Context: an optimization exercise on an open-source flow, tuned for small area. The choices shown serve that exercise and are no tape-out recipe. No run shown here included a check of the RTL's function; only the layout flow was run. No activity file was given, so power comes from the tool's default toggle rates.

==> flow/design.v (outline; a module is shown in full before it is edited, if it fits) <==
// module MBF: 1561 lines
// module MBF_fa: 3 lines
// module MBF_ha: 3 lines
// module MBF_hn: 4 lines
// module MBF_maj3: 3 lines
// module MBF_and2: 3 lines
// module MBF_or2: 3 lines
// module MBF_xor2: 3 lines
// module MBF_nand2: 3 lines
// module MBF_nor2: 3 lines
module MBF(CLK, RESET, IN_VALID, IN_DATA, X_DATA, Y_DATA, OUT_VALID);
  // ...
==> flow/flow/run.sh <==
#!/bin/bash
# The standard layout, with the port buffers that global placement inserts made from the
# smallest buffer cell, and clock tree synthesis without dummy loads. The make output goes to
# flow_make.log; ORFS keeps each step's own log under orfs/logs/.
set -euo pipefail
export BUFFER_PORTS_ARGS="-buffer_cell sky130_fd_sc_hd__buf_1"
export CTS_ARGS="-sink_clustering_enable -repair_clock_nets -dont_use_dummy_load -buf_list sky130_fd_sc_hd__clkbuf_8 -sink_clustering_size 28 -sink_clustering_max_diameter 60"
bash standard.sh finish > flow_make.log 2>&1
==> flow/standard.sh <==
#!/bin/bash
# synth_recipe.tcl (not shown) runs the flow's synth.tcl, then flattens the netlist and writes it again
# the make line also repeats each setting of config.mk as NAME=value (left out here)
make -C /OpenROAD-flow-scripts/flow DESIGN_CONFIG=/design/flow/config.mk WORK_HOME=/design/flow/orfs CLKGATE_MAP_FILE= SYNTH_SCRIPT=/design/flow/synth_recipe.tcl "${@:-finish}"
==> flow/config.mk <==
export PLATFORM = sky130hd
export DESIGN_NAME = MBF
export DESIGN_NICKNAME = MBF
export VERILOG_FILES = /design/flow/design.v
export SDC_FILE = /design/flow/constraint.sdc
export NUM_CORES = 4
export LEC_CHECK = 0
export CAP_MARGIN = 20
export CORE_MARGIN = 2
export CORE_UTILIZATION = 50
export CTS_BUF_LIST = sky130_fd_sc_hd__clkbuf_8
export CTS_CLUSTER_DIAMETER = 50
export CTS_CLUSTER_SIZE = 20
export SLEW_MARGIN = 20
export SYNTH_HIERARCHICAL = 1
==> flow/constraint.sdc <==
create_clock -name core_clock -period 7.0 [get_ports {CLK}]
set_input_delay 1.4000 -clock core_clock [delete_from_list [all_inputs] [get_ports {CLK}]]
set_output_delay 1.4000 -clock core_clock [all_outputs]
set_load 0.01 [all_outputs]
==> key figures, run 1 <==
Run status
  • Run status: no timing/DRC/antenna violations

Floorplanning
  • Die height: 180 microns

Layout
  • Fraction of area in registers: 30.1%
  • Non-filler cells, final: 1,612
  • Area grow syn2layout: 5.71%
  • Antenna diode instance count: 0
  • Multi-input comb cells: 730
  • Fin area: 16,300 sq um

Power
  • PD cells: 307 nW/um^2
  • Tot Pwr: 5.00 mW
  • Clock-net power: 757 uW
  • Gate power share: 54.1%
  • Power Combinational: 2.71 mW

Min path
  • Hold Path Origin: r2[6]$_DFF_P_

Clock network
  • Worst-Skew Late Latency: 0.58 ns
  • Postcts setup bufs: 0
  • Post_cts resized: 0

Yosys
  • Synth Area in Compound Gates: 0%
  • Synth cell types: 17
  • Count leader, synth: fa_1

Global route
  • First-pass GRT wire length: 54,600 microns
  • Vias in the first global route: 9,049
  • M2 GR Usage: 33.9%

Run
  • Max-Cap Viols: 0

Setup path
  • Crit path required time: 7.48 ns
  • CP most frequent cell: fa_1

Routing
  • Max Used Layer: met4
  • Routed vias/inst: 4.90
  • Wire per inst: 21.6 microns
  • Final ANT Viol Nets: 0
  • Met3 WL post-DR: 2610 microns

Timing
  • Tmin final: 6.68 ns
  • Fmax: 150 MHz
  • Actual slew at the worst max-slew pin: 0.679 ns
==> run 2: changes to the inputs <==
==> flow/flow/run.sh (replaced) <==
#!/bin/bash
# The standard layout, with the port buffers that global placement inserts made from the
# smallest buffer cell, resizer changes from timing-driven placement not kept, and clock
# tree synthesis without dummy loads. The make output goes to
# flow_make.log; ORFS keeps each step's own log under orfs/logs/.
set -euo pipefail
export BUFFER_PORTS_ARGS="-buffer_cell sky130_fd_sc_hd__buf_1"
export GPL_KEEP_OVERFLOW=0
export CTS_ARGS="-sink_clustering_enable -repair_clock_nets -dont_use_dummy_load -buf_list sky130_fd_sc_hd__clkbuf_8 -sink_clustering_size 28 -sink_clustering_max_diameter 60"
bash standard.sh finish > flow_make.log 2>&1
==> run 2 against run 1 <==
  * Highest routed layer unchanged
  * Flip-flop and latch count unchanged
  * Wire length down 1.6%
  * Die area unchanged
  * Via count down 0.73%
  * Still clean
  * Largest cell class unchanged
==> key figures, run 2 <==
Timing
  • Worst slew margin: 48.8% (was 54.7%)
  • Setup violations, final: 0 (unchanged)
  • Setup Skew: 0.0722 ns (was 0.0829 ns)
  • Hold slack: 0.306 ns (was 0.336 ns)
  • Fmax: 149 MHz (was 150 MHz)
  • Final worst slack: 0.285 ns (was 0.320 ns)
  • Tmin final: 6.71 ns (was 6.68 ns)
  • Hold Vio Cnt, Final: 0 (unchanged)
  • Max-slew violation count: 0 (unchanged)
  • Fin crit share: 95.9% (was 95.4%)
  • RSZ-0062 raised after global routing: false (unchanged)
  • Actual slew at the worst max-slew pin: 0.765 ns (was 0.679 ns)

Power
  • P_leak: 6.90 nW (was 6.92 nW)
  • Peak VDD IR: 222 uV (was 235 uV)
  • Internal Power: 3.01 mW (about the same)
  • P_sw: 2.00 mW (was 1.99 mW)
  • Clk network pwr share: 14.7% (was 15.1%)
  • Gate power share: 54.6% (was 54.1%)
  • PD cells: 308 nW/um^2 (was 307 nW/um^2)
  • Sequential power share: 30.7% (about the same)
  • Switching share of power: 39.9% (was 39.8%)

Placement
  • DP HPWL: 29,700 microns (was 29,600 microns)
  • Cell Area, Placed: 16,000 sq um (about the same)
  • Port-buffer cells: 40 (unchanged)
  • Placed cells: 1,582 (was 1,588)
  • RD Place Congestion: 0.892 (was 0.885)
  • Pre-CTS setup slack: 0.292 ns (was 0.240 ns)

Yosys
  • Largest area contributor in the netlist: fa_1 (unchanged)
  • Count leader, synth: fa_1 (unchanged)
  • Ys async rst share: 0% (unchanged)
  • Number of synthesis warnings: 7 (unchanged)
  • Post-synth top cells: fa_1, dfxtp_1, inv_1 (unchanged)
  • #FFs+latches synth: 245 (unchanged)
  • Main synth FF type: dfxtp_1 (unchanged)
  • Post-synth EDFFs: 0 (unchanged)
  • Ranking of synthesized cells by area: fa_1, dfxtp_1, inv_1 (unchanged)
  • Cell count after synthesis: 1,167 (unchanged)
  • Mapped cell area: 15,400 sq um (unchanged)
  • Top cell type's share of synthesized area: 51.2% (unchanged)
  • Synth cell types: 17 (unchanged)
  • Sequential-to-total area share from yosys stat: 31.8% (unchanged)
  • Avg Cell Area, Syn: 13.2 sq um (unchanged)

Setup path
  • Crit-path cells: fa_1 > fa_1 > fa_1 > fa_1 > fa_1 > fa_1 > fa_1 > fa_1 > fa_1 > inv_1 > fa_1 > ha_1 > fa_1 > inv_1 > fa_1 > nor2_1 (was fa_1 > fa_1 > fa_1 > fa_1 > fa_1 > fa_1 > fa_1 > fa_1 > fa_1 > fa_1 > inv_1 > fa_1 > ha_1 > fa_1 > inv_1 > fa_1 > nor2_1)
  • Crit-path slowest cell: dfxtp_1 (was fa_1)
  • CP Capture Type: flip-flop (unchanged)
  • CP most frequent cell: fa_1 (unchanged)
  • CP peak stage delay: 0.59 ns (was 0.57 ns)
  • Reg2reg start: r5[9]$_DFF_P_ (was r2[8]$_DFF_P_)
  • Worst Setup SP: r5[9]$_DFF_P_ (was r2[8]$_DFF_P_)
  • Worst EP arrival: 7.20 ns (was 7.16 ns)
  • Crit path required time: 7.48 ns (about the same)
  • Startpoint types: flip-flop (unchanged)
  • Crit path max fanout: 3 (unchanged)
  • Critical path type: flip-flop to flip-flop (unchanged)

Routing
  • Detailed Routing Iterations Pass 1: 5 (unchanged)
  • Drt drc: 0 (unchanged)
  • WL final: 34,200 microns (was 34,800 microns)
  • Wire per inst: 21.3 microns (was 21.6 microns)
  • Final ANT Viol Nets: 0 (unchanged)
  • Via count: 7,839 (was 7,897)
  • Routed vias/inst: 4.88 (was 4.90)
  • Iteration-0 DRC Markers: 493 (was 564)

Clock network
  • Postcts setup bufs: 0 (unchanged)
  • H-tree levels: 1 (unchanged)
  • Worst-Skew Late Latency: 0.59 ns (was 0.58 ns)
  • CTS Sinks: 245 (unchanged)
  • CTS tree: built (unchanged)
  • Clk pin slew, worst setup/hold paths: 0.11 ns (was 0.10 ns)
  • CTS root buf: clkbuf_8 (unchanged)
  • Clk buf depth: 3 (unchanged)
  • Total CTS buffers: 23 (was 24)

Layout
  • Share of cells above drive strength 1: 3.56% (was 4.11%)
  • Non-filler cells, final: 1,605 (was 1,612)
  • Commonest non-fill, non-tap cell in the layout: fa_1 (unchanged)
  • Area grow syn2layout: 5.63% (was 5.71%)
  • Most frequent cells in the layout: fa_1, dfxtp_1, inv_1 (unchanged)
  • Fin area: 16,300 sq um (about the same)
  • Antenna diode instance count: 0 (unchanged)
  • Final nets: 1,653 (was 1,660)
  • Fill cell count: 2,660 (was 2,608)

Floorplanning
  • IO Pins: 43 (unchanged)
  • Die ar.: 32,200 sq um (unchanged)
  • Core area: 30,500 sq um (unchanged)
  • Horiz. Die Dim: 180 microns (unchanged)
  • Die height: 180 microns (unchanged)
  • Initial Util: 50.5% (unchanged)
  • FP Rows: 64 (unchanged)

Global route
  • Total grt overflow: 0 (unchanged)
  • Vias in the first global route: 9,060 (was 9,049)
  • Total GRT Usage: 22.4% (was 23.0%)
  • Largest net degree at the start of global routing: 81 (was 93)
  • First-pass GRT wire length: 53,700 microns (was 54,600 microns)
  • Initial antenna violation count: 0 (unchanged)

Min path
  • Hold WC Path Type: flip-flop to flip-flop (unchanged)
  • Hold Path Origin: r0[7]$_DFF_P_ (was r2[6]$_DFF_P_)

Run
  • Max-Cap Viols: 0 (unchanged)

Run status
  • Run status: no timing/DRC/antenna violations (unchanged)
[run 2: cell counts after synthesis]
Identical to the previous run, type by type.
[run 2: timing repair]
item | 4_1_cts | 5_1_grt
hold buffers | 0 | 0
endpoints found under the setup margin | 0 | 1
gates resized for setup | 0 | 1
[run 2: routing by layer]
layer | track usage [%] | up-vias | routed length, microns
met2 | 33.9 | 190 | 15400
met1 | 33.5 | 4157 | 15900
met3 | 5.35 | 40 | 2280
li1 | - | 3452 | -
met5 | 0 | - | 0
met4 | 4.78 | 0 | 666
[run 2: cell type report]
class / instances / area (sq um) / share of cell area, %
sequential: 245 / 4910 / 30.1
clock buffer: 23 / 317 / 1.94
inverter: 167 / 632 / 3.88
tap: 396 / 495 / 3.04
multi-input combinational: 730 / 9690 / 59.5
timing repair buffer: 44 / 239 / 1.47
[run 2: final timing paths]
check	slack, ns	cells past startpoint	endpoint
max	0.29	16	q765$_DFF_P_
min	0.31	1	r1[7]$_DFF_P_
max reg2reg	0.29	16	q765$_DFF_P_
min reg2reg	0.31	1	r1[7]$_DFF_P_
[run 2: through the flow]
stage,TNS (ns),util (%),total power [mW]
5_1_grt,0,53.4,5.59
4_1_cts,0,53.4,5.10
3_5_place_dp,0,52.3,4.33
3_3_place_gp,-528.36,52.0,4.28
2_1_floorplan,0,-,3.70
6_report,0,53.4,5.01
[run 2: cell families (layout without fill, tap and decap cells)]
logic type	Yosys count	count (layout)	synth area share [%]
simple gates	275	275	7.34
xor+xnor	17	17	0.966
buf+inv	193	234	5.33
fa+ha+maj	436	436	54.5
flops	245	245	31.8
other cells	1	2	0.0243
[run 2: critical path, delay by kind of cell, from the launching register on]
kind	cells	cell delay (ns)
fa+ha+maj	13	5.79
flops	1	0.59
buf+inv	2	0.13
simple gates	1	0.09
[run 2: per-module statistics from Yosys, one instance, submodules excluded]
module,copies in the design,cells inside,flops+latches,cell area (sq um)
MBF,1,444,245,5780
MBF_nand2,125,1,0,3.75
MBF_ha,32,1,0,12.5
MBF_or2,13,1,0,6.26
MBF_xor2,17,1,0,8.76
MBF_maj3,10,1,0,11.3
MBF_and2,16,1,0,6.26
MBF_fa,394,1,0,20.0
MBF_nor2,116,1,0,3.75
[run 2: power groups by stage]
stage / Sequential, mW / Combinational (mW) / Clock, mW
floorplan: 1.56 / 2.14 / 0
global placement: 1.57 / 2.70 / 0
detailed placement: 1.57 / 2.76 / 0
CTS: 1.54 / 2.78 / 0.772
global route: 1.55 / 3.22 / 0.824
finish: 1.54 / 2.74 / 0.738

==> separate check: timing with driven ports <==
Ports are ideal in the flow. The routed layouts listed here were re-timed in OpenROAD. Step 1 (the two cells are an assumption about what drives the block):
set clk [get_ports {CLK}]
set_driving_cell -lib_cell sky130_fd_sc_hd__clkbuf_16 $clk
set_driving_cell -lib_cell sky130_fd_sc_hd__buf_2 [delete_from_list [all_inputs] $clk]
Step 2, shift: input delay + t, output delay - t, t = (earliest + latest rising clock arrival at the registers) / 2. This alone moves slack from input paths to output paths. Three values: ideal, step 1, step 2; two values: the first two.
run | t (ns) | setup WS [ns] | worst setup path after step 2
run 1 | 0.591 | 0.320 / 0.320 / 0.320 | register to register
run 2 | 0.599 | 0.285 / 0.285 / 0.285 | register to register
After both steps every run listed still meets setup and hold.
